Background: an optimization exercise with open tools, aiming at small area, a short achievable clock period and few clock cycles per item. Do not read the settings as production practice. RTL that was checked went through simulation tests only; none was proved equivalent to the original. Function not checked in run 2: the RTL went through the layout flow alone.

--- flow/design.v ---
package defs_div_sqrt_mvp;
   localparam C_RM                  = 3;
   localparam C_RM_NEAREST          = 3'h0;
   localparam C_RM_TRUNC            = 3'h1;
   localparam C_RM_PLUSINF          = 3'h2;
   localparam C_RM_MINUSINF         = 3'h3;
   localparam C_RM_M                = 3'h4;
   localparam C_PC                  = 6;  
   localparam C_FS                  = 2;  
   localparam C_IUNC                = 2;  
   localparam Iteration_unit_num_S  = 2'b10;
   localparam C_OP_FP64             = 64;
   localparam C_MANT_FP64           = 52;
   localparam C_EXP_FP64            = 11;
   localparam C_BIAS_FP64           = 1023;
   localparam C_BIAS_AONE_FP64      = 11'h400;
   localparam C_HALF_BIAS_FP64      = 511;
   localparam C_EXP_ZERO_FP64       = 11'h000;
   localparam C_EXP_ONE_FP64        = 13'h001;  
   localparam C_EXP_INF_FP64        = 11'h7FF;
   localparam C_MANT_ZERO_FP64      = 52'h0;
   localparam C_MANT_NAN_FP64       = 52'h8_0000_0000_0000;
   localparam C_PZERO_FP64          = 64'h0000_0000_0000_0000;
   localparam C_MZERO_FP64          = 64'h8000_0000_0000_0000;
   localparam C_QNAN_FP64           = 64'h7FF8_0000_0000_0000;
   localparam C_OP_FP32             = 32;
   localparam C_MANT_FP32           = 23;
   localparam C_EXP_FP32            = 8;
   localparam C_BIAS_FP32           = 127;
   localparam C_BIAS_AONE_FP32      = 8'h80;
   localparam C_HALF_BIAS_FP32      = 63;
   localparam C_EXP_ZERO_FP32       = 8'h00;
   localparam C_EXP_INF_FP32        = 8'hFF;
   localparam C_MANT_ZERO_FP32      = 23'h0;
   localparam C_PZERO_FP32          = 32'h0000_0000;
   localparam C_MZERO_FP32          = 32'h8000_0000;
   localparam C_QNAN_FP32           = 32'h7FC0_0000;
   localparam C_OP_FP16             = 16;
   localparam C_MANT_FP16           = 10;
   localparam C_EXP_FP16            = 5;
   localparam C_BIAS_FP16           = 15;
   localparam C_BIAS_AONE_FP16      = 5'h10;
   localparam C_HALF_BIAS_FP16      = 7;
   localparam C_EXP_ZERO_FP16       = 5'h00;
   localparam C_EXP_INF_FP16        = 5'h1F;
   localparam C_MANT_ZERO_FP16      = 10'h0;
   localparam C_PZERO_FP16          = 16'h0000;
   localparam C_MZERO_FP16          = 16'h8000;
   localparam C_QNAN_FP16           = 16'h7E00;
   localparam C_OP_FP16ALT           = 16;
   localparam C_MANT_FP16ALT         = 7;
   localparam C_EXP_FP16ALT          = 8;
   localparam C_BIAS_FP16ALT         = 127;
   localparam C_BIAS_AONE_FP16ALT    = 8'h80;
   localparam C_HALF_BIAS_FP16ALT    = 63;
   localparam C_EXP_ZERO_FP16ALT     = 8'h00;
   localparam C_EXP_INF_FP16ALT      = 8'hFF;
   localparam C_MANT_ZERO_FP16ALT    = 7'h0;
   localparam C_QNAN_FP16ALT         = 16'h7FC0;
endpackage : defs_div_sqrt_mvp
import defs_div_sqrt_mvp::*;
module div_sqrt_top_mvp
  ( 
   input logic                            Clk_CI,
   input logic                            Rst_RBI,
   input logic                            Div_start_SI,
   input logic                            Sqrt_start_SI,
   input logic [C_OP_FP64-1:0]            Operand_a_DI,
   input logic [C_OP_FP64-1:0]            Operand_b_DI,
   input logic [C_RM-1:0]                 RM_SI,     
   input logic [C_FS-1:0]                 Format_sel_SI,   
   input logic                            Kill_SI,
   output logic [C_OP_FP64-1:0]           Result_DO,
   output logic [4:0]                     Fflags_SO,
   output logic                           Ready_SO,
   output logic                           Done_SO
 );
  localparam logic [3:0] S_IDLE = 4'd0,
                         S_PREP = 4'd1,
                         S_NORM = 4'd2,
                         S_ITER = 4'd3,
                         S_DENS = 4'd4,
                         S_N1   = 4'd5,
                         S_N2   = 4'd6,
                         S_DONE = 4'd7;
  localparam int RW = 60;    
  logic [3:0]    State_SP, State_SN;
  logic          Ready_SP, Done_SP;
  logic [RW-1:0] Rem_DP, Rem_DN;       
  logic [53:0]   Div_DP, Div_DN;       
  logic [56:0]   Quo_DP, Quo_DN;       
  logic [11:0]   Exp_a_DP, Exp_a_DN;
  logic [11:0]   Exp_b_DP, Exp_b_DN;
  logic [12:0]   Exp_z_DP, Exp_z_DN;
  logic [5:0]    Cnt_SP, Cnt_SN;
  logic          Div_SP;               
  logic [1:0]    Fmt_SP;
  logic [2:0]    RM_SP;
  logic          Sign_z_DP, Sign_z_DN;
  logic          Nan_SP, Nan_SN;       
  logic          Den_SP, Den_SN;       
  logic          Neg_SP, Neg_SN;       
  logic          Of_SP, Of_SN;
  logic          Lower1_SP, Lower1_SN, Lower0_SP, Lower0_SN, Sticky_SP, Sticky_SN;
  logic [4:0]    Flags_DP, Flags_DN;
  logic          Start_S;
  assign Start_S = (Div_start_SI | Sqrt_start_SI) & Ready_SP;
  logic [51:0]   Frac_a_D, Frac_b_D;
  logic [10:0]   Ex_a_D, Ex_b_D;
  logic          Sg_a_D, Sg_b_D;
  always_comb begin
    case (Format_sel_SI)
      2'b00: begin
        Sg_a_D = Operand_a_DI[31]; Sg_b_D = Operand_b_DI[31];
        Ex_a_D = {3'h0, Operand_a_DI[30:23]}; Ex_b_D = {3'h0, Operand_b_DI[30:23]};
        Frac_a_D = {Operand_a_DI[22:0], 29'h0}; Frac_b_D = {Operand_b_DI[22:0], 29'h0};
      end
      2'b01: begin
        Sg_a_D = Operand_a_DI[63]; Sg_b_D = Operand_b_DI[63];
        Ex_a_D = Operand_a_DI[62:52]; Ex_b_D = Operand_b_DI[62:52];
        Frac_a_D = Operand_a_DI[51:0]; Frac_b_D = Operand_b_DI[51:0];
      end
      2'b10: begin
        Sg_a_D = Operand_a_DI[15]; Sg_b_D = Operand_b_DI[15];
        Ex_a_D = {6'h0, Operand_a_DI[14:10]}; Ex_b_D = {6'h0, Operand_b_DI[14:10]};
        Frac_a_D = {Operand_a_DI[9:0], 42'h0}; Frac_b_D = {Operand_b_DI[9:0], 42'h0};
      end
      default: begin
        Sg_a_D = Operand_a_DI[15]; Sg_b_D = Operand_b_DI[15];
        Ex_a_D = {3'h0, Operand_a_DI[14:7]}; Ex_b_D = {3'h0, Operand_b_DI[14:7]};
        Frac_a_D = {Operand_a_DI[6:0], 45'h0}; Frac_b_D = {Operand_b_DI[6:0], 45'h0};
      end
    endcase
  end
  logic        FP32_S, FP64_S, FP16_S, FP16ALT_S;
  assign FP32_S    = (Fmt_SP == 2'b00);
  assign FP64_S    = (Fmt_SP == 2'b01);
  assign FP16_S    = (Fmt_SP == 2'b10);
  assign FP16ALT_S = (Fmt_SP == 2'b11);
  logic [5:0]  Kbits_S;       
  logic [59:0] Lsb_S;         
  logic [53:0] Rpos_S;        
  logic [12:0] Bias_S, Half_bias_S;
  always_comb begin
    case (Fmt_SP)
      2'b00:   begin Kbits_S = 6'd27; Lsb_S = 60'd1 << 30; Rpos_S = 54'd1 << 29; Bias_S = 13'd127;  Half_bias_S = 13'd63;  end
      2'b01:   begin Kbits_S = 6'd57; Lsb_S = 60'd1;       Rpos_S = 54'd1; Bias_S = 13'd1023; Half_bias_S = 13'd511; end
      2'b10:   begin Kbits_S = 6'd15; Lsb_S = 60'd1 << 42; Rpos_S = 54'd1 << 42; Bias_S = 13'd15;   Half_bias_S = 13'd7;   end
      default: begin Kbits_S = 6'd12; Lsb_S = 60'd1 << 45; Rpos_S = 54'd1 << 45; Bias_S = 13'd127;  Half_bias_S = 13'd63;  end
    endcase
  end
  logic Ea_zero_S, Eb_zero_S, Ea_ones_S, Eb_ones_S, Fa_zero_S, Fb_zero_S;
  assign Ea_zero_S = (Exp_a_DP[10:0] == 11'd0);
  assign Eb_zero_S = (Exp_b_DP[10:0] == 11'd0);
  always_comb begin
    case (Fmt_SP)
      2'b00:   begin Ea_ones_S = &Exp_a_DP[7:0];  Eb_ones_S = &Exp_b_DP[7:0];  end
      2'b01:   begin Ea_ones_S = &Exp_a_DP[10:0]; Eb_ones_S = &Exp_b_DP[10:0]; end
      2'b10:   begin Ea_ones_S = &Exp_a_DP[4:0];  Eb_ones_S = &Exp_b_DP[4:0];  end
      default: begin Ea_ones_S = &Exp_a_DP[7:0];  Eb_ones_S = &Exp_b_DP[7:0];  end
    endcase
  end
  assign Fa_zero_S = (Rem_DP[51:0] == 52'd0);
  assign Fb_zero_S = (Div_DP[52:1] == 52'd0);
  logic Zero_a_S, Zero_b_S, Inf_a_S, Inf_b_S, NaN_a_S, NaN_b_S, SNaN_S;
  assign Zero_a_S = Ea_zero_S & Fa_zero_S;
  assign Zero_b_S = Eb_zero_S & Fb_zero_S;
  assign Inf_a_S  = Ea_ones_S & Fa_zero_S;
  assign Inf_b_S  = Eb_ones_S & Fb_zero_S;
  assign NaN_a_S  = Ea_ones_S & ~Fa_zero_S;
  assign NaN_b_S  = Eb_ones_S & ~Fb_zero_S;
  assign SNaN_S   = (NaN_a_S & ~Rem_DP[51]) | (NaN_b_S & ~Div_DP[52]);
  logic Sp_nan_S, Sp_inf_S, Sp_zero_S, Sp_nv_S, Sp_dz_S, Special_S;
  always_comb begin
    Sp_nan_S = 1'b0; Sp_inf_S = 1'b0; Sp_zero_S = 1'b0; Sp_nv_S = 1'b0; Sp_dz_S = 1'b0;
    if (NaN_a_S | NaN_b_S) begin
      Sp_nan_S = 1'b1; Sp_nv_S = SNaN_S;
    end else if (Inf_a_S) begin
      if ((Div_SP & Inf_b_S) | (~Div_SP & Sign_z_DP)) begin Sp_nan_S = 1'b1; Sp_nv_S = 1'b1; end
      else Sp_inf_S = 1'b1;
    end else if (Div_SP & Inf_b_S) begin
      Sp_zero_S = 1'b1;
    end else if (Zero_a_S) begin
      if (Div_SP & Zero_b_S) begin Sp_nan_S = 1'b1; Sp_nv_S = 1'b1; end
      else Sp_zero_S = 1'b1;
    end else if (Div_SP & Zero_b_S) begin
      Sp_inf_S = 1'b1; Sp_dz_S = 1'b1;
    end else if (~Div_SP & Sign_z_DP) begin
      Sp_nan_S = 1'b1; Sp_nv_S = 1'b1;
    end
  end
  assign Special_S = Sp_nan_S | Sp_inf_S | Sp_zero_S;
  logic          Sub_S;            
  logic [RW-1:0] Add_a_D, Add_b_D, Sum_D;
  logic          Qbit_S;
  assign Sub_S = ~Rem_DP[RW-1];
  always_comb begin
    if (Div_SP) begin
      Add_a_D = {Rem_DP[RW-2:0], 1'b0};
      Add_b_D = {{(RW-54){1'b0}}, Div_DP};
    end else begin
      Add_a_D = {Rem_DP[RW-3:0], 2'b00} | (Div_DP[53] ? (Lsb_S << 1) : '0) | (Div_DP[52] ? Lsb_S : '0);
      Add_b_D = {Quo_DP, 2'b00} | (Sub_S ? Lsb_S : (Lsb_S | (Lsb_S << 1)));
    end
  end
  assign Sum_D  = Add_a_D + (Add_b_D ^ {RW{Sub_S}}) + {{(RW-1){1'b0}}, Sub_S};
  assign Qbit_S = ~Sum_D[RW-1];
  logic [12:0] Exp_calc_D;
  assign Exp_calc_D = Div_SP ? ({Exp_a_DP[11], Exp_a_DP} - {Exp_b_DP[11], Exp_b_DP} + Bias_S)
                             : ({Exp_a_DP[11], Exp_a_DP[11], Exp_a_DP[11:1]} + {12'd0, Exp_a_DP[0]} + Half_bias_S);
  logic Exp_lt1_S, Exp_deep_S;
  assign Exp_lt1_S  = Exp_z_DP[12] | (Exp_z_DP == 13'd0);
  assign Exp_deep_S = Exp_z_DP[12] & (Exp_z_DP[11:0] <= 12'hF92);    
  logic        Ovf_S, Ones_S;
  always_comb begin
    case (Fmt_SP)
      2'b00:   begin Ovf_S = Exp_z_DP[8];  Ones_S = &Exp_z_DP[7:0];  end
      2'b01:   begin Ovf_S = Exp_z_DP[11]; Ones_S = &Exp_z_DP[10:0]; end
      2'b10:   begin Ovf_S = Exp_z_DP[5];  Ones_S = &Exp_z_DP[4:0];  end
      default: begin Ovf_S = Exp_z_DP[8];  Ones_S = &Exp_z_DP[7:0];  end
    endcase
  end
  logic [52:0] Mnorm_D;
  logic [10:0] Enorm_D;
  logic        N_of_S, N_uf_S, N_l1_S, N_l0_S, N_st_S;
  logic [10:0] Exp_m1_D;
  assign Exp_m1_D = Exp_z_DP[10:0] - 11'd1;
  always_comb begin
    N_of_S = 1'b0; N_uf_S = 1'b0;
    if (Den_SP | ((Exp_z_DP == 13'd1) & ~Quo_DP[56])) begin
      Mnorm_D = Quo_DP[56:4]; Enorm_D = 11'd0;
      N_l1_S = Quo_DP[3]; N_l0_S = Quo_DP[2];
      N_st_S = (|Quo_DP[2:0]) | (Den_SP & (|Rem_DP[52:0]));
      N_uf_S = Den_SP & Neg_SP & (Quo_DP[56:33] == 24'd0);
    end else if (Ovf_S) begin
      Mnorm_D = '1; Enorm_D = 11'h7FE; N_of_S = 1'b1;
      N_l1_S = 1'b0; N_l0_S = 1'b0; N_st_S = 1'b0;
    end else if (Ones_S & Quo_DP[56]) begin
      Mnorm_D = '0; Enorm_D = 11'h7FF; N_of_S = 1'b1;
      N_l1_S = 1'b0; N_l0_S = 1'b0; N_st_S = 1'b0;
    end else if (Quo_DP[56]) begin
      Mnorm_D = Quo_DP[56:4]; Enorm_D = Exp_z_DP[10:0];
      N_l1_S = Quo_DP[3]; N_l0_S = Quo_DP[2]; N_st_S = |Quo_DP[2:0];
    end else begin
      Mnorm_D = Quo_DP[55:3]; Enorm_D = Exp_m1_D;
      N_l1_S = Quo_DP[2]; N_l0_S = Quo_DP[1]; N_st_S = |Quo_DP[1:0];
    end
  end
  logic [52:0] Mup_D;
  logic [1:0]  Mlow_D;
  logic        Mst_S, Ulsb_S, Rounded_S, RoundUp_S;
  logic [53:0] Mrnd_D;
  always_comb begin
    case (Fmt_SP)
      2'b00: begin
        Mup_D  = {Quo_DP[52:29], 29'd0};
        Mlow_D = Quo_DP[28:27];
        Mst_S  = |Quo_DP[26:0];
        Ulsb_S = Quo_DP[29];
      end
      2'b01: begin
        Mup_D  = Quo_DP[52:0];
        Mlow_D = {Lower1_SP, Lower0_SP};
        Mst_S  = Sticky_SP;
        Ulsb_S = Quo_DP[0];
      end
      2'b10: begin
        Mup_D  = {Quo_DP[52:42], 42'd0};
        Mlow_D = Quo_DP[41:40];
        Mst_S  = |Quo_DP[39:30];
        Ulsb_S = Quo_DP[42];
      end
      default: begin
        Mup_D  = {Quo_DP[52:45], 45'd0};
        Mlow_D = Quo_DP[44:43];
        Mst_S  = |Quo_DP[42:30];
        Ulsb_S = Quo_DP[45];
      end
    endcase
  end
  assign Rounded_S = (|Mlow_D) | Mst_S;
  always_comb begin
    case (RM_SP)
      C_RM_NEAREST:  RoundUp_S = Mlow_D[1] & (Mlow_D[0] | Mst_S | Ulsb_S);
      C_RM_TRUNC:    RoundUp_S = 1'b0;
      C_RM_PLUSINF:  RoundUp_S = Rounded_S & ~Sign_z_DP;
      C_RM_MINUSINF: RoundUp_S = Rounded_S & Sign_z_DP;
      C_RM_M:        RoundUp_S = Ulsb_S;
      default:       RoundUp_S = 1'b0;
    endcase
  end
  logic RoundUp_en_S;
  assign RoundUp_en_S = RoundUp_S & ~(FP32_S & Of_SP);
  assign Mrnd_D = {1'b0, Mup_D} + (Rpos_S & {54{RoundUp_en_S}});
  logic Div_norm_S;    
  assign Div_norm_S = Rem_DP[52] & Div_DP[53];
  always_comb begin
    State_SN  = State_SP;
    Rem_DN    = Rem_DP;
    Div_DN    = Div_DP;
    Quo_DN    = Quo_DP;
    Exp_a_DN  = Exp_a_DP;
    Exp_b_DN  = Exp_b_DP;
    Exp_z_DN  = Exp_z_DP;
    Cnt_SN    = Cnt_SP;
    Sign_z_DN = Sign_z_DP;
    Nan_SN    = Nan_SP;
    Den_SN    = Den_SP;
    Neg_SN    = Neg_SP;
    Of_SN     = Of_SP;
    Lower1_SN = Lower1_SP;
    Lower0_SN = Lower0_SP;
    Sticky_SN = Sticky_SP;
    Flags_DN  = Flags_DP;
    case (State_SP)
      S_PREP, S_NORM: begin
        Exp_z_DN = Exp_calc_D;
        if ((State_SP == S_PREP) && Special_S) begin
          Quo_DN    = '0;
          Nan_SN    = Sp_nan_S;
          Sign_z_DN = Sign_z_DP & ~Sp_nan_S;
          Exp_z_DN  = (Sp_nan_S | Sp_inf_S) ? 13'h7FF : 13'h0;
          Flags_DN  = {Sp_nv_S, Sp_dz_S, 3'b000};
          State_SN  = S_DONE;
        end else if (Div_SP) begin
          if ((State_SP == S_PREP) ? (~Ea_zero_S & ~Eb_zero_S) : Div_norm_S) begin
            Rem_DN   = Sum_D;
            Quo_DN   = (Quo_DP << 1) | (Qbit_S ? Lsb_S[56:0] : '0);
            Cnt_SN   = Kbits_S - 6'd1;
            State_SN = S_ITER;
          end else begin
            if ((State_SP == S_PREP) ? Ea_zero_S : ~Rem_DP[52]) begin
              Rem_DN[52:0] = {Rem_DP[51:0], 1'b0};
              if (State_SP == S_NORM) Exp_a_DN = Exp_a_DP - 12'd1;
            end
            if ((State_SP == S_PREP) ? Eb_zero_S : ~Div_DP[53]) begin
              Div_DN = {Div_DP[52:0], 1'b0};
              if (State_SP == S_NORM) Exp_b_DN = Exp_b_DP - 12'd1;
            end
            State_SN = S_NORM;
          end
        end else begin
          if ((State_SP == S_PREP) ? ~Ea_zero_S : Rem_DP[52]) begin
            Div_DN   = Exp_a_DP[0] ? {1'b0, Rem_DP[52:0]} : {Rem_DP[52:0], 1'b0};
            Rem_DN   = '0;
            Cnt_SN   = Kbits_S;
            State_SN = S_ITER;
          end else begin
            Rem_DN[52:0] = {Rem_DP[51:0], 1'b0};
            if (State_SP == S_NORM) Exp_a_DN = Exp_a_DP - 12'd1;
            State_SN = S_NORM;
          end
        end
      end
      S_ITER: begin
        Exp_z_DN = Exp_calc_D;
        Rem_DN   = Sum_D;
        Quo_DN   = (Quo_DP << 1) | (Qbit_S ? Lsb_S[56:0] : '0);
        Div_DN   = Div_SP ? Div_DP : {Div_DP[51:0], 2'b00};
        Cnt_SN   = Cnt_SP - 6'd1;
        if (Cnt_SP == 6'd1) begin
          if (Exp_lt1_S) begin
            Rem_DN   = '0;
            Den_SN   = 1'b1;
            Neg_SN   = Exp_z_DP[12];
            State_SN = S_DENS;
          end else begin
            State_SN = S_N1;
          end
        end
      end
      S_DENS: begin
        if (Exp_deep_S) begin
          Quo_DN   = '0;
          Rem_DN   = '0;
          Exp_z_DN = 13'd1;
          State_SN = S_N1;
        end else begin
          Quo_DN       = {1'b0, Quo_DP[56:1]};
          Rem_DN[52:0] = {Quo_DP[0], Rem_DP[52:1]};
          Exp_z_DN     = Exp_z_DP + 13'd1;
          if (Exp_z_DP == 13'd0) State_SN = S_N1;
        end
      end
      S_N1: begin
        Quo_DN    = {4'd0, Mnorm_D};
        Exp_z_DN  = {2'b00, Enorm_D};
        Of_SN     = N_of_S;
        Lower1_SN = N_l1_S;
        Lower0_SN = N_l0_S;
        Sticky_SN = N_st_S;
        Flags_DN  = {2'b00, N_of_S, N_uf_S, 1'b0};
        State_SN  = S_N2;
      end
      S_N2: begin
        Quo_DN      = {5'd0, Mrnd_D[51:0]};
        Exp_z_DN    = {2'b00, Exp_z_DP[10:0] + {10'd0, Mrnd_D[53]}};
        Flags_DN[0] = Rounded_S;
        State_SN    = S_DONE;
      end
      default: ;   
    endcase
    if (Start_S) begin
      Rem_DN    = {{(RW-53){1'b0}}, 1'b1, Frac_a_D};
      Div_DN    = {1'b1, Frac_b_D, 1'b0};
      Quo_DN    = '0;
      Exp_a_DN  = {1'b0, Ex_a_D};
      Exp_b_DN  = {1'b0, Ex_b_D};
      Sign_z_DN = Div_start_SI ? (Sg_a_D ^ Sg_b_D) : Sg_a_D;
      Nan_SN    = 1'b0;
      Den_SN    = 1'b0;
      Neg_SN    = 1'b0;
      State_SN  = S_PREP;
    end else if (State_SP == S_DONE) begin
      State_SN  = S_IDLE;
    end
    if (Kill_SI) State_SN = S_IDLE;
  end
  always_ff @(posedge Clk_CI, negedge Rst_RBI) begin
    if (~Rst_RBI) begin
      State_SP <= S_IDLE;
      Ready_SP <= 1'b1;
      Done_SP  <= 1'b0;
    end else begin
      State_SP <= State_SN;
      Ready_SP <= (State_SN == S_IDLE) | (State_SN == S_DONE);
      Done_SP  <= (State_SN == S_DONE);
    end
  end
  always_ff @(posedge Clk_CI) begin
    Rem_DP    <= Rem_DN;
    Div_DP    <= Div_DN;
    Quo_DP    <= Quo_DN;
    Exp_a_DP  <= Exp_a_DN;
    Exp_b_DP  <= Exp_b_DN;
    Exp_z_DP  <= Exp_z_DN;
    Cnt_SP    <= Cnt_SN;
    Sign_z_DP <= Sign_z_DN;
    Nan_SP    <= Nan_SN;
    Den_SP    <= Den_SN;
    Neg_SP    <= Neg_SN;
    Of_SP     <= Of_SN;
    Lower1_SP <= Lower1_SN;
    Lower0_SP <= Lower0_SN;
    Sticky_SP <= Sticky_SN;
    Flags_DP  <= Flags_DN;
    if (Start_S) begin
      Div_SP <= Div_start_SI;
      Fmt_SP <= Format_sel_SI;
      RM_SP  <= RM_SI;
    end
  end
  logic [51:0] Mout_D;
  assign Mout_D = {Quo_DP[51] | Nan_SP, Quo_DP[50:0]};
  always_comb begin
    case (Fmt_SP)
      2'b00:   Result_DO = {32'hffff_ffff, Sign_z_DP, Exp_z_DP[7:0], Mout_D[51:29]};
      2'b01:   Result_DO = {Sign_z_DP, Exp_z_DP[10:0], Mout_D};
      2'b10:   Result_DO = {48'hffff_ffff_ffff, Sign_z_DP, Exp_z_DP[4:0], Mout_D[51:42]};
      default: Result_DO = {48'hffff_ffff_ffff, Sign_z_DP, Exp_z_DP[7:0], Mout_D[51:45]};
    endcase
  end
  assign Fflags_SO = Flags_DP;
  assign Ready_SO  = Ready_SP;
  assign Done_SO   = Done_SP;
endmodule
--- flow/run.sh ---
#!/bin/bash
# synth_recipe.tcl (not shown) runs the flow's synth.tcl, then flattens the netlist and writes it again
# the make line also repeats each setting of config.mk as NAME=value (left out here)
make -C /OpenROAD-flow-scripts/flow DESIGN_CONFIG=/design/flow/config.mk WORK_HOME=/design/flow/orfs CLKGATE_MAP_FILE= SYNTH_SCRIPT=/design/flow/synth_recipe.tcl finish
--- flow/config.mk ---
export PLATFORM = sky130hd
export DESIGN_NAME = div_sqrt_top_mvp
export DESIGN_NICKNAME = div_sqrt_top_mvp
export VERILOG_FILES = /design/flow/design.v
export SDC_FILE = /design/flow/constraint.sdc
export NUM_CORES = 4
export LEC_CHECK = 0
export ABC_CLOCK_PERIOD_IN_PS = 4000
export CAP_MARGIN = 20
export CORE_MARGIN = 2
export CORE_UTILIZATION = 30
export SETUP_SLACK_MARGIN = 5
export SLEW_MARGIN = 20
--- flow/constraint.sdc ---
create_clock -name core_clock -period 15.0 [get_ports {Clk_CI}]
set_input_delay 3.0000 -clock core_clock [delete_from_list [all_inputs] [get_ports {Clk_CI}]]
set_output_delay 3.0000 -clock core_clock [all_outputs]
set_load 0.01 [all_outputs]
==> flow_summary.yaml, run 1 <==
clocking:
  cts_tree: "built"
  cts_resized: 0
  cts_hold_buf: 0
  cts-root-buf: "clkbuf_16"
  clock-sinks: 239
  h-tree-depth: 2
  clkTransAtPathRegs_ps: 60
  clock_latency_ps: 570
  clk_path_buf_depth: 3
  cts_buffers: 34
  post_cts_buffers: 0
placed_design:
  preCtsSetupSlack_ps: 7500
  finalWeightedCongestion: 0.984
  portBuffers: 208
  dp_hpwl_um: 88200
  dp.cells: 4527
die:
  die_area_um2: 90400
  io_pins: 209
  die_x_um: 301
  row_count: 108
  die_y_um: 301
  core_um2: 87000
  initial_core_util_pct: 30.3
synth:
  synth_top_area_cell: "edfxtp_1"
  seq_area_frac_synth_pct: 24.3
  synthCells: 3425
  synth_top_area_share_pct: 18.3
  ys_seq_elements: 239
  synthDistinctLibCells: 107
  async_flop_share_pct: 2.51
  netlist_area_um2: 26400
  synth_edf_count: 161
  synth_area_leaders: "edfxtp_1, a21oi_1, nand2_1"
  synth.net_count: 3687
  postSynthAreaPerCell_um2: 7.71
  ys_warn_count: 1
  synth-main-ff-cell: "edfxtp_1"
sta:
  fmax_ghz: 0.128
  worst_pin_slew_ps: 1180
  max-slew-margin-rel_pct: 21.5
  layout_min_cycle_time_ps: 7800
  grt_setup_unrepaired: "no"
  finalMaxSlewViolations: 0
  worst_slack_ps: 7200
  clock_skew_ps: 22.3
  finalHoldViolCount: 0
  tns_ps: 0
  period_share_pct: 52.0
  setup_violations: 0
drt:
  drc: 0
  drt_iter0_drc: 4570
  antenna_left: 0
  wl_per_cell_um: 26.5
  wl_um: 122000
  vias_per_cell: 6.24
  drt_first_pass_iters: 10
  vias: 28647
finish:
  instances_no_fill: 4590
  drive_gt1_share_pct: 7.34
  areaGrowthSynthToFinish_pct: 14.5
  regArea_um2: 6430
  fillerInstances: 9164
  multiInputGateArea_um2: 18400
  nNetsFinal: 3670
grt:
  groute.usage.overall_pct: 25.8
  grt_pass1_wl_um: 178000
  grt_overflow_total: 0
  antenna_found_initial: 1
  grt_pass1_vias: 26117
  grt_max_degree: 165
run:
  maxCapViolCount: 0
setup_path:
  required_ps: 15300
  cpPeakStageDelay_ps: 770
  start_kind: "flip-flop"
  arrival_ps: 8100
  critical_path_class: "flip-flop to flip-flop"
  path_common_cell: "nor2_1"
  cp_max_fo: 23
  critPathCaptureType: "flip-flop"
  critPathSlowestCell: "nand2_1"
outcome:
  outcome: "no timing/DRC/antenna violations"
hold_path:
  min_path_type: "flip-flop to flip-flop"
[cell usage after synthesis (47+ instances only)]
cell type and instances:
nand3_1 79, edfxtp_1 161, dfxtp_1 72, nand2_1 399, inv_1 84, a221oi_1 58, a21oi_1 406, xnor2_1 92
mux2_2 55, nor3_1 52, nor2_1 291, ha_1 115, a222oi_1 60, o21ai_0 273, a31oi_1 49, nor4_1 47
xor2_1 113, mux2i_1 147, clkbuf_1 257
[cells in the final DEF, fill, tap and decap left out, types with 19 or more instances in the layout]
cell type	instances
a21oi_1	405
nand2_1	398
nor2_1	285
o21ai_0	272
clkdlybuf4s50_1	206
edfxtp_1	161
mux2i_1	147
xor2_1	113
ha_1	113
xnor2_1	92
inv_1	83
nand3_1	79
dfxtp_1	71
buf_4	64
a222oi_1	60
a221oi_1	58
mux2_2	55
nor3_1	51
a31oi_1	49
nor4_1	47
a21o_1	43
clkbuf_16	34
and3_1	31
nand4_1	29
nand2b_1	24
or3_1	24
mux4_2	24
nor2b_1	22
a221o_1	22
and2_1	21
o21a_1	21
a22o_1	19
[critical path: cells and delay by family, from the launching register on]
kind | cells | cell delay (ps)
AOI/OAI and AO/OA | 10 | 2480
DFF | 1 | 410
buffers and inverters | 2 | 730
and+or+nand+nor | 14 | 3150
adders and majority gates | 4 | 750
[routing by layer]
metal	up-vias	track usage [%]	wire, um
met5	-	0	0
met4	0	15.6	8670
met3	388	4.27	12200
met2	1893	40.5	53900
met1	13660	33.2	47000
li1	12706	-	-
[worst paths after layout]
check,startpoint,slack [ps],end,depth (start not counted)
worst max-delay path,Fmt_SP[0],7200,Exp_z_DP[10],30
worst min-delay path,Rem_DP[58],480,Rem_DP[58],2
worst max register to register,Fmt_SP[0],7200,Exp_z_DP[10],30
worst min register to register,Rem_DP[58],480,Rem_DP[58],2
max in group asynchronous,Rst_RBI,12070,Ready_SP,1
min in group asynchronous,Rst_RBI,2660,State_SP[3],1
[metrics by stage]
step | cell area [um^2] | utilization (%) | hold slack (ps)
CTS | 30200 | 34.8 | 482
global placement | 29200 | 33.6 | 442
floorplan | 26400 | - | 425
finish | 30300 | 34.8 | 476
detailed placement | 29200 | 33.6 | 456
global route | 30200 | 34.8 | 498
[area by class of cell]
| type | instances | area share [%] |
|---|---|---|
| multi-input combinational | 2775 | 61.0 |
| clock buffer | 44 | 3.00 |
| timing repair buffer | 272 | 8.49 |
| inverter | 86 | 1.08 |
| sequential | 239 | 21.3 |
| tap | 1155 | 4.78 |
| antenna | 2 | 0.0165 |
| clock inverter | 17 | 0.422 |
[kinds of logic (layout without fill, tap and decap cells)]
group / after synthesis / count (layout) / share of synthesized area, %
AOI/OAI and AO/OA: 1160 / 1160 / 28.2
xor gates and xnor gates: 206 / 206 / 6.86
adders and majority gates: 124 / 124 / 6.13
buffers and inverters: 411 / 419 / 6.09
DFF: 239 / 239 / 24.3
muxes: 226 / 226 / 9.96
other: 0 / 2 / 0
and+or+nand+nor: 1059 / 1059 / 18.4
[state kept, by name, indices dropped and copies added (netlist names), 2 cells and up]
| register | cells |
|---|---|
| Cnt_SP | 6 |
| Flags_DP | 5 |
| Exp_b_DP | 12 |
| RM_SP | 3 |
| Rem_DP | 60 |
| State_SP | 4 |
| Quo_DP | 57 |
| Fmt_SP | 2 |
| Exp_z_DP | 13 |
| Exp_a_DP | 12 |
| Div_DP | 54 |
Testbench counts, summed over its fixed seeds: cycles 1,058,448, ops 32,000.
==> run 2, diff against run 1 <==
--- a/flow/design.v
+++ b/flow/design.v
@@ -81,7 +81,6 @@
                          S_ITER = 4'd3,
                          S_DENS = 4'd4,
                          S_N1   = 4'd5,
-                         S_N2   = 4'd6,
                          S_DONE = 4'd7;
   localparam int RW = 60;    
   logic [3:0]    State_SP, State_SN;
@@ -91,17 +90,16 @@
   logic [56:0]   Quo_DP, Quo_DN;       
   logic [11:0]   Exp_a_DP, Exp_a_DN;
   logic [11:0]   Exp_b_DP, Exp_b_DN;
-  logic [12:0]   Exp_z_DP, Exp_z_DN;
+  logic [12:0]   Exp_z_DP, Exp_z_DN;   
   logic [5:0]    Cnt_SP, Cnt_SN;
   logic          Div_SP;               
   logic [1:0]    Fmt_SP;
   logic [2:0]    RM_SP;
   logic          Sign_z_DP, Sign_z_DN;
-  logic          Nan_SP, Nan_SN;       
+  logic          Spc_SP, Spc_SN;       
   logic          Den_SP, Den_SN;       
   logic          Neg_SP, Neg_SN;       
-  logic          Of_SP, Of_SN;
-  logic          Lower1_SP, Lower1_SN, Lower0_SP, Lower0_SN, Sticky_SP, Sticky_SN;
+  logic          Shf_SP, Shf_SN;       
   logic [4:0]    Flags_DP, Flags_DN;
   logic          Start_S;
   assign Start_S = (Div_start_SI | Sqrt_start_SI) & Ready_SP;
@@ -206,7 +204,7 @@
   assign Sum_D  = Add_a_D + (Add_b_D ^ {RW{Sub_S}}) + {{(RW-1){1'b0}}, Sub_S};
   assign Qbit_S = ~Sum_D[RW-1];
   logic [12:0] Exp_calc_D;
-  assign Exp_calc_D = Div_SP ? ({Exp_a_DP[11], Exp_a_DP} - {Exp_b_DP[11], Exp_b_DP} + Bias_S)
+  assign Exp_calc_D = Div_SP ? ({Exp_a_DP[11], Exp_a_DP} - {Exp_b_DP[11], Exp_b_DP} + (Bias_S - {12'd0, Shf_SP}))
                              : ({Exp_a_DP[11], Exp_a_DP[11], Exp_a_DP[11:1]} + {12'd0, Exp_a_DP[0]} + Half_bias_S);
   logic Exp_lt1_S, Exp_deep_S;
   assign Exp_lt1_S  = Exp_z_DP[12] | (Exp_z_DP == 13'd0);
@@ -223,58 +221,52 @@
   logic [52:0] Mnorm_D;
   logic [10:0] Enorm_D;
   logic        N_of_S, N_uf_S, N_l1_S, N_l0_S, N_st_S;
-  logic [10:0] Exp_m1_D;
-  assign Exp_m1_D = Exp_z_DP[10:0] - 11'd1;
   always_comb begin
+    Mnorm_D = Quo_DP[56:4]; Enorm_D = Exp_z_DP[10:0];
     N_of_S = 1'b0; N_uf_S = 1'b0;
-    if (Den_SP | ((Exp_z_DP == 13'd1) & ~Quo_DP[56])) begin
-      Mnorm_D = Quo_DP[56:4]; Enorm_D = 11'd0;
-      N_l1_S = Quo_DP[3]; N_l0_S = Quo_DP[2];
-      N_st_S = (|Quo_DP[2:0]) | (Den_SP & (|Rem_DP[52:0]));
-      N_uf_S = Den_SP & Neg_SP & (Quo_DP[56:33] == 24'd0);
-    end else if (Ovf_S) begin
+    N_l1_S = Quo_DP[3]; N_l0_S = Quo_DP[2];
+    N_st_S = (|Quo_DP[2:0]) | (Den_SP & (|Rem_DP[52:0]));
+    if (Spc_SP) begin
+      N_l1_S = 1'b0; N_l0_S = 1'b0; N_st_S = 1'b0;
+    end else if (Den_SP) begin
+      Enorm_D = 11'd0;
+      N_uf_S  = Neg_SP & (Quo_DP[56:33] == 24'd0);
+    end else if (Ovf_S | (Shf_SP & Ones_S)) begin
       Mnorm_D = '1; Enorm_D = 11'h7FE; N_of_S = 1'b1;
       N_l1_S = 1'b0; N_l0_S = 1'b0; N_st_S = 1'b0;
-    end else if (Ones_S & Quo_DP[56]) begin
+    end else if (Ones_S) begin
       Mnorm_D = '0; Enorm_D = 11'h7FF; N_of_S = 1'b1;
       N_l1_S = 1'b0; N_l0_S = 1'b0; N_st_S = 1'b0;
-    end else if (Quo_DP[56]) begin
-      Mnorm_D = Quo_DP[56:4]; Enorm_D = Exp_z_DP[10:0];
-      N_l1_S = Quo_DP[3]; N_l0_S = Quo_DP[2]; N_st_S = |Quo_DP[2:0];
-    end else begin
-      Mnorm_D = Quo_DP[55:3]; Enorm_D = Exp_m1_D;
-      N_l1_S = Quo_DP[2]; N_l0_S = Quo_DP[1]; N_st_S = |Quo_DP[1:0];
     end
   end
   logic [52:0] Mup_D;
   logic [1:0]  Mlow_D;
   logic        Mst_S, Ulsb_S, Rounded_S, RoundUp_S;
-  logic [53:0] Mrnd_D;
   always_comb begin
     case (Fmt_SP)
       2'b00: begin
-        Mup_D  = {Quo_DP[52:29], 29'd0};
-        Mlow_D = Quo_DP[28:27];
-        Mst_S  = |Quo_DP[26:0];
-        Ulsb_S = Quo_DP[29];
+        Mup_D  = {Mnorm_D[52:29], 29'd0};
+        Mlow_D = Mnorm_D[28:27];
+        Mst_S  = |Mnorm_D[26:0];
+        Ulsb_S = Mnorm_D[29];
       end
       2'b01: begin
-        Mup_D  = Quo_DP[52:0];
-        Mlow_D = {Lower1_SP, Lower0_SP};
-        Mst_S  = Sticky_SP;
-        Ulsb_S = Quo_DP[0];
+        Mup_D  = Mnorm_D[52:0];
+        Mlow_D = {N_l1_S, N_l0_S};
+        Mst_S  = N_st_S;
+        Ulsb_S = Mnorm_D[0];
       end
       2'b10: begin
-        Mup_D  = {Quo_DP[52:42], 42'd0};
-        Mlow_D = Quo_DP[41:40];
-        Mst_S  = |Quo_DP[39:30];
-        Ulsb_S = Quo_DP[42];
+        Mup_D  = {Mnorm_D[52:42], 42'd0};
+        Mlow_D = Mnorm_D[41:40];
+        Mst_S  = |Mnorm_D[39:30];
+        Ulsb_S = Mnorm_D[42];
       end
       default: begin
-        Mup_D  = {Quo_DP[52:45], 45'd0};
-        Mlow_D = Quo_DP[44:43];
-        Mst_S  = |Quo_DP[42:30];
-        Ulsb_S = Quo_DP[45];
+        Mup_D  = {Mnorm_D[52:45], 45'd0};
+        Mlow_D = Mnorm_D[44:43];
+        Mst_S  = |Mnorm_D[42:30];
+        Ulsb_S = Mnorm_D[45];
       end
     endcase
   end
@@ -290,8 +282,29 @@
     endcase
   end
   logic RoundUp_en_S;
-  assign RoundUp_en_S = RoundUp_S & ~(FP32_S & Of_SP);
-  assign Mrnd_D = {1'b0, Mup_D} + (Rpos_S & {54{RoundUp_en_S}});
+  assign RoundUp_en_S = RoundUp_S & ~(FP32_S & N_of_S) & ~Spc_SP;
+  logic [63:0] Pack_D, Expf_D, Res_D;
+  always_comb begin
+    case (Fmt_SP)
+      2'b00: begin
+        Pack_D = {32'hffff_ffff, Sign_z_DP, Enorm_D[7:0], Mnorm_D[51:29]};
+        Expf_D = 64'h0000_0000_7f80_0000;
+      end
+      2'b01: begin
+        Pack_D = {Sign_z_DP, Enorm_D, Mnorm_D[51:0]};
+        Expf_D = 64'h7ff0_0000_0000_0000;
+      end
+      2'b10: begin
+        Pack_D = {48'hffff_ffff_ffff, Sign_z_DP, Enorm_D[4:0], Mnorm_D[51:42]};
+        Expf_D = 64'h0000_0000_0000_7c00;
+      end
+      default: begin
+        Pack_D = {48'hffff_ffff_ffff, Sign_z_DP, Enorm_D[7:0], Mnorm_D[51:45]};
+        Expf_D = 64'h0000_0000_0000_7f80;
+      end
+    endcase
+  end
+  assign Res_D = (Pack_D + {63'd0, RoundUp_en_S}) & ~(Den_SP ? Expf_D : 64'd0);
   logic Div_norm_S;    
   assign Div_norm_S = Rem_DP[52] & Div_DP[53];
   always_comb begin
@@ -304,29 +317,27 @@
     Exp_z_DN  = Exp_z_DP;
     Cnt_SN    = Cnt_SP;
     Sign_z_DN = Sign_z_DP;
-    Nan_SN    = Nan_SP;
+    Spc_SN    = Spc_SP;
     Den_SN    = Den_SP;
     Neg_SN    = Neg_SP;
-    Of_SN     = Of_SP;
-    Lower1_SN = Lower1_SP;
-    Lower0_SN = Lower0_SP;
-    Sticky_SN = Sticky_SP;
+    Shf_SN    = Shf_SP;
     Flags_DN  = Flags_DP;
     case (State_SP)
       S_PREP, S_NORM: begin
         Exp_z_DN = Exp_calc_D;
         if ((State_SP == S_PREP) && Special_S) begin
-          Quo_DN    = '0;
-          Nan_SN    = Sp_nan_S;
+          Quo_DN    = Sp_nan_S ? (57'd1 << 55) : 57'd0;    
+          Spc_SN    = 1'b1;
           Sign_z_DN = Sign_z_DP & ~Sp_nan_S;
           Exp_z_DN  = (Sp_nan_S | Sp_inf_S) ? 13'h7FF : 13'h0;
           Flags_DN  = {Sp_nv_S, Sp_dz_S, 3'b000};
-          State_SN  = S_DONE;
+          State_SN  = S_N1;
         end else if (Div_SP) begin
           if ((State_SP == S_PREP) ? (~Ea_zero_S & ~Eb_zero_S) : Div_norm_S) begin
             Rem_DN   = Sum_D;
-            Quo_DN   = (Quo_DP << 1) | (Qbit_S ? Lsb_S[56:0] : '0);
-            Cnt_SN   = Kbits_S - 6'd1;
+            Quo_DN   = Qbit_S ? Lsb_S[56:0] : '0;
+            Shf_SN   = ~Qbit_S;
+            Cnt_SN   = Qbit_S ? (Kbits_S - 6'd1) : Kbits_S;
             State_SN = S_ITER;
           end else begin
             if ((State_SP == S_PREP) ? Ea_zero_S : ~Rem_DP[52]) begin
@@ -341,9 +352,10 @@
           end
         end else begin
           if ((State_SP == S_PREP) ? ~Ea_zero_S : Rem_DP[52]) begin
-            Div_DN   = Exp_a_DP[0] ? {1'b0, Rem_DP[52:0]} : {Rem_DP[52:0], 1'b0};
-            Rem_DN   = '0;
-            Cnt_SN   = Kbits_S;
+            Div_DN   = Exp_a_DP[0] ? {Rem_DP[51:0], 2'b00} : {Rem_DP[50:0], 3'b000};
+            Rem_DN   = Exp_a_DP[0] ? '0 : (Rem_DP[51] ? (Lsb_S << 1) : Lsb_S);
+            Quo_DN   = Lsb_S[56:0];
+            Cnt_SN   = Kbits_S - 6'd1;
             State_SN = S_ITER;
           end else begin
             Rem_DN[52:0] = {Rem_DP[51:0], 1'b0};
@@ -355,14 +367,14 @@
       S_ITER: begin
         Exp_z_DN = Exp_calc_D;
         Rem_DN   = Sum_D;
-        Quo_DN   = (Quo_DP << 1) | (Qbit_S ? Lsb_S[56:0] : '0);
+        Quo_DN   = (Quo_DP << 1) | ((Qbit_S & ~(Shf_SP & (Cnt_SP == 6'd1))) ? Lsb_S[56:0] : '0);
         Div_DN   = Div_SP ? Div_DP : {Div_DP[51:0], 2'b00};
         Cnt_SN   = Cnt_SP - 6'd1;
         if (Cnt_SP == 6'd1) begin
           if (Exp_lt1_S) begin
             Rem_DN   = '0;
             Den_SN   = 1'b1;
-            Neg_SN   = Exp_z_DP[12];
+            Neg_SN   = Exp_z_DP[12] & ~(Shf_SP & (Exp_z_DP == 13'h1FFF));
             State_SN = S_DENS;
           end else begin
             State_SN = S_N1;
@@ -383,36 +395,25 @@
         end
       end
       S_N1: begin
-        Quo_DN    = {4'd0, Mnorm_D};
-        Exp_z_DN  = {2'b00, Enorm_D};
-        Of_SN     = N_of_S;
-        Lower1_SN = N_l1_S;
-        Lower0_SN = N_l0_S;
-        Sticky_SN = N_st_S;
-        Flags_DN  = {2'b00, N_of_S, N_uf_S, 1'b0};
-        State_SN  = S_N2;
-      end
-      S_N2: begin
-        Quo_DN      = {5'd0, Mrnd_D[51:0]};
-        Exp_z_DN    = {2'b00, Exp_z_DP[10:0] + {10'd0, Mrnd_D[53]}};
-        Flags_DN[0] = Rounded_S;
-        State_SN    = S_DONE;
+        Quo_DN    = {5'd0, Res_D[51:0]};
+        Exp_z_DN  = {1'b0, Res_D[63:52]};
+        if (~Spc_SP) Flags_DN = {2'b00, N_of_S, N_uf_S, Rounded_S};
+        State_SN  = S_DONE;
       end
       default: ;   
     endcase
-    if (Start_S) begin
+    if (Ready_SP) begin
       Rem_DN    = {{(RW-53){1'b0}}, 1'b1, Frac_a_D};
       Div_DN    = {1'b1, Frac_b_D, 1'b0};
       Quo_DN    = '0;
       Exp_a_DN  = {1'b0, Ex_a_D};
       Exp_b_DN  = {1'b0, Ex_b_D};
       Sign_z_DN = Div_start_SI ? (Sg_a_D ^ Sg_b_D) : Sg_a_D;
-      Nan_SN    = 1'b0;
+      Spc_SN    = 1'b0;
       Den_SN    = 1'b0;
       Neg_SN    = 1'b0;
-      State_SN  = S_PREP;
-    end else if (State_SP == S_DONE) begin
-      State_SN  = S_IDLE;
+      Shf_SN    = 1'b0;
+      State_SN  = Start_S ? S_PREP : S_IDLE;
     end
     if (Kill_SI) State_SN = S_IDLE;
   end
@@ -436,30 +437,18 @@
     Exp_z_DP  <= Exp_z_DN;
     Cnt_SP    <= Cnt_SN;
     Sign_z_DP <= Sign_z_DN;
-    Nan_SP    <= Nan_SN;
+    Spc_SP    <= Spc_SN;
     Den_SP    <= Den_SN;
     Neg_SP    <= Neg_SN;
-    Of_SP     <= Of_SN;
-    Lower1_SP <= Lower1_SN;
-    Lower0_SP <= Lower0_SN;
-    Sticky_SP <= Sticky_SN;
+    Shf_SP    <= Shf_SN;
     Flags_DP  <= Flags_DN;
-    if (Start_S) begin
+    if (Ready_SP) begin
       Div_SP <= Div_start_SI;
       Fmt_SP <= Format_sel_SI;
       RM_SP  <= RM_SI;
     end
   end
-  logic [51:0] Mout_D;
-  assign Mout_D = {Quo_DP[51] | Nan_SP, Quo_DP[50:0]};
-  always_comb begin
-    case (Fmt_SP)
-      2'b00:   Result_DO = {32'hffff_ffff, Sign_z_DP, Exp_z_DP[7:0], Mout_D[51:29]};
-      2'b01:   Result_DO = {Sign_z_DP, Exp_z_DP[10:0], Mout_D};
-      2'b10:   Result_DO = {48'hffff_ffff_ffff, Sign_z_DP, Exp_z_DP[4:0], Mout_D[51:42]};
-      default: Result_DO = {48'hffff_ffff_ffff, Sign_z_DP, Exp_z_DP[7:0], Mout_D[51:45]};
-    endcase
-  end
+  assign Result_DO = {Exp_z_DP[11:0], Quo_DP[51:0]};
   assign Fflags_SO = Flags_DP;
   assign Ready_SO  = Ready_SP;
   assign Done_SO   = Done_SP;
==> flow/flow/run.sh (new file) <==
#!/bin/bash
# The standard layout (the standard.sh, unchanged synthesis), with ORFS's
# timing repair asked for 10.5 ns of setup slack on the 15 ns clock, so that it
# keeps improving paths the 15 ns clock alone would leave as they are.
set -euo pipefail
export SETUP_SLACK_MARGIN=10.5
bash standard.sh > standard.log 2>&1
==> flow/standard.sh (new file) <==
#!/bin/bash
# synth_recipe.tcl (not shown) runs the flow's synth.tcl, then flattens the netlist and writes it again
# the make line also repeats each setting of config.mk as NAME=value (left out here)
make -C /OpenROAD-flow-scripts/flow DESIGN_CONFIG=/design/flow/config.mk WORK_HOME=/design/flow/orfs CLKGATE_MAP_FILE= SYNTH_SCRIPT=/design/flow/synth_recipe.tcl "${@:-finish}"
==> flow/config.mk (replaced) <==
export PLATFORM = sky130hd
export DESIGN_NAME = div_sqrt_top_mvp
export DESIGN_NICKNAME = div_sqrt_top_mvp
export VERILOG_FILES = /design/flow/design.v
export SDC_FILE = /design/flow/constraint.sdc
export NUM_CORES = 4
export LEC_CHECK = 0
export CAP_MARGIN = 40
export CORE_MARGIN = 2
export CORE_UTILIZATION = 50
export SLEW_MARGIN = 40
removed: flow/run.sh
==> run 2 against run 1 <==
Still clean; non-clock buffer count is 216 higher; global-route usage is 20 points higher; cell area is 11% higher; die area is 39% lower; maximum frequency is 53% higher; critical endpoint is now Exp_z_DP[11]; highest routed layer is now met5.
==> flow_summary.yaml, run 2 <==
clocking:
  clk_path_buf_depth: 3
  cts-root-buf: "clkbuf_16"
  cts_tree: "built"
  h-tree-depth: 1
  clkTransAtPathRegs_ps: 60
  cts_buffers: 31
  clock_latency_ps: 620
  clock-sinks: 235
synth:
  postSynthAreaPerCell_um2: 7.94
  synth_edf_count: 157
  synth_common_cells: "nand2_1, a21oi_1, o21ai_0"
  synth.net_count: 3604
  ys_seq_elements: 235
  synthCells: 3335
  synth_top_area_share_pct: 17.8
  synth-main-ff-cell: "edfxtp_1"
  async_flop_share_pct: 2.55
  synthDistinctLibCells: 103
  synth_most_common_cell: "nand2_1"
  seq_area_frac_synth_pct: 23.8
  netlist_area_um2: 26500
  synth_area_leaders: "edfxtp_1, a21oi_1, ha_1"
  ys_warn_count: 1
  synth_top_area_cell: "edfxtp_1"
placed_design:
  placed_area_um2: 28700
  preCtsSetupSlack_ps: 8820
  dp_hpwl_um: 88800
  dp.cells: 3957
  portBuffers: 208
  finalWeightedCongestion: 1.05
hold_path:
  min_path_type: "flip-flop to flip-flop"
  min-delay-start: "Rem_DP[58]"
sta:
  worst_pin_slew_ps: 1010
  fmax_ghz: 0.197
  worst_slack_ps: 9910
  hold_slack_ps: 512
  max-slew-margin-rel_pct: 32.1
  period_share_pct: 33.9
  finalMaxSlewViolations: 0
  clock_skew_ps: 20.4
  setup_violations: 0
  layout_min_cycle_time_ps: 5090
  finalHoldViolCount: 0
  grt_setup_unrepaired: "yes"
  tns_ps: 0
outcome:
  outcome: "no timing/DRC/antenna violations"
setup_path:
  critPathSlowestCell: "or4_4"
  required_ps: 15360
  critPathCaptureType: "flip-flop"
  startpoint: "Fmt_SP[0]"
  start_kind: "flip-flop"
  cpPeakStageDelay_ps: 490
  critical_path_class: "flip-flop to flip-flop"
  arrival_ps: 5440
  crit_chain: "buf_6 > ha_4 > a22o_4 > a21oi_4 > nand3_4 > a211oi_4 > o41ai_2 > nand4_1 > a21oi_2 > nor2_1 > nor2_1 > or4_4 > a221oi_2 > ha_2 > a21boi_4 > o221ai_4 > nor4_4 > buf_6 > nand4_4 > nor3_2 > xnor2_1 > a221o_1"
  cp_top_family: "compound AO/OA/AOI/OAI gates"
  path_buf_inv: 2
  cp_max_fo: 7
  reg2reg_from: "Fmt_SP[0]"
die:
  die_area_um2: 54800
  io_pins: 209
  initial_core_util_pct: 50.5
  die_y_um: 234
  die_x_um: 234
  core_um2: 52400
  row_count: 84
finish:
  top_register: "Rem_DP"
  fin_area_um2: 33600
  areaGrowthSynthToFinish_pct: 26.9
  largest_register_ffs: 60
  layout_commonest_cell: "nand2_1"
  fillerInstances: 4429
  instances_no_fill: 4231
  drive_gt1_share_pct: 20.8
  top_regs: "Rem_DP: 60 flops, Quo_DP: 57 flops, Div_DP: 53 flops"
  layout_common_cells: "nand2_1, a21oi_1, nor2_1"
  nNetsFinal: 3783
drt:
  vias: 30536
  met2RoutedLength_um: 56400
  vias_per_cell: 7.22
  drt_first_pass_iters: 12
  wl_um: 133000
  dr_wl_met3_um: 18500
  highest_layer: "met5"
  wl_per_cell_um: 31.4
  m1WireLength_um: 47400
  drc: 0
  antenna_left: 0
  drt_iter0_drc: 5074
grt:
  antenna_found_initial: 14
  groute.usage.overall_pct: 46.1
  grt_pass1_vias: 28071
  grt_max_degree: 106
  grt_overflow_total: 0
  grt_pass1_wl_um: 187000
run:
  maxCapViolCount: 0
run 2: cell types whose count changed after synthesis, moves of 24 or more:
cell	delta
clkbuf_1	-47
nand2_1	-62
a22o_1	+26
a22oi_1	+26
nor2_1	-46
a21o_1	+27
a21oi_1	-74
buf_4	+64
a31oi_1	-24
run 2: kinds of logic after synthesis:
family / share of synthesized area, %
compound gates: 27.5
xor+xnor: 7.15
buf+inv: 7.39
mux: 9.63
fa+ha+maj: 6.42
simple gates: 18.1
flops: 23.8
run 2: per-layer routing:
layer | track usage [%] | up-vias
met3 | 13.3 | 637
met4 | 26.7 | 24
li1 | - | 12839
met1 | 58.2 | 14450
met2 | 70.0 | 2586
met5 | 2.41 | -
run 2: path summary, 6_finish.rpt:
path	endpoint	slack (ps)	cells after the start
worst max-delay path	Exp_z_DP[11]	9910	22
worst min-delay path	Rem_DP[58]	510	1
worst max register to register	Exp_z_DP[11]	9910	22
worst min register to register	Rem_DP[58]	510	1
max in group asynchronous	Ready_SP	12080	1
min in group asynchronous	State_SP[2]	2630	1
run 2: worst reg2reg max path, delay by kind of cell (launching register included):
kind	cells	cell delay [ps]
fa+ha+maj	2	460
flops	1	420
buf+inv	2	330
xor+xnor	1	100
compound gates	9	2020
simple gates	8	1510
run 2: final cells by class:
cell class	count	area (um^2)	share of cell area [%]
diodes	5	12.5	0.0372
clock buffers	42	898	2.67
clock inverters	15	205	0.611
inverters	96	369	1.10
multi-input cells	2662	19800	59.1
flip-flops and latches	235	6460	19.2
well taps	688	861	2.56
repair buffers	488	4950	14.7
run 2: through the flow:
step | utilization (%)
detailed placement | 54.8
global route | 64.0
CTS | 61.8
global placement | 54.7
finish | 64.1
floorplan | -
run 2: repair_timing:
item / CTS / global route
cloned: 13 / 2
setup buffers: 143 / 53
pin swaps: 82 / 87
hold buffers: 0 / 0
resized for setup: 383 / 156
endpoints found under the setup margin: 356 / 216

## re-timing with driven ports
How much do the figures lean on ideal ports? The routed layouts below were timed once more, with nothing changed but the port constraints. Step 1: set_driving_cell puts a clkbuf_16 on Clk_CI and a buf_2 on each other input, an assumption about the parent block. Step 2 adds t to the input delays and takes it off the output delays; t is the mean of the earliest and latest rising clock arrival at the registers after step 1. Input paths then give back, and output paths get back, about the clock's delay inside the block. Three values: ideal ports, drivers, drivers and shift; two values: the first two.
| run | t (ns) | slack for setup (ns) | latest minus earliest clock arrival (ns) |
|---|---|---|---|
| run 1 | 0.630 | 7.205 / 7.205 / 7.205 | 0.022 / 0.022 |
| run 2 | 0.674 | 9.914 / 9.914 / 9.873 | 0.021 / 0.020 |
After both steps every run listed still meets setup and hold. For run 2, which loses most, drivers alone change the setup slack by 0.000 ns; drivers and shift together by -0.041 ns.
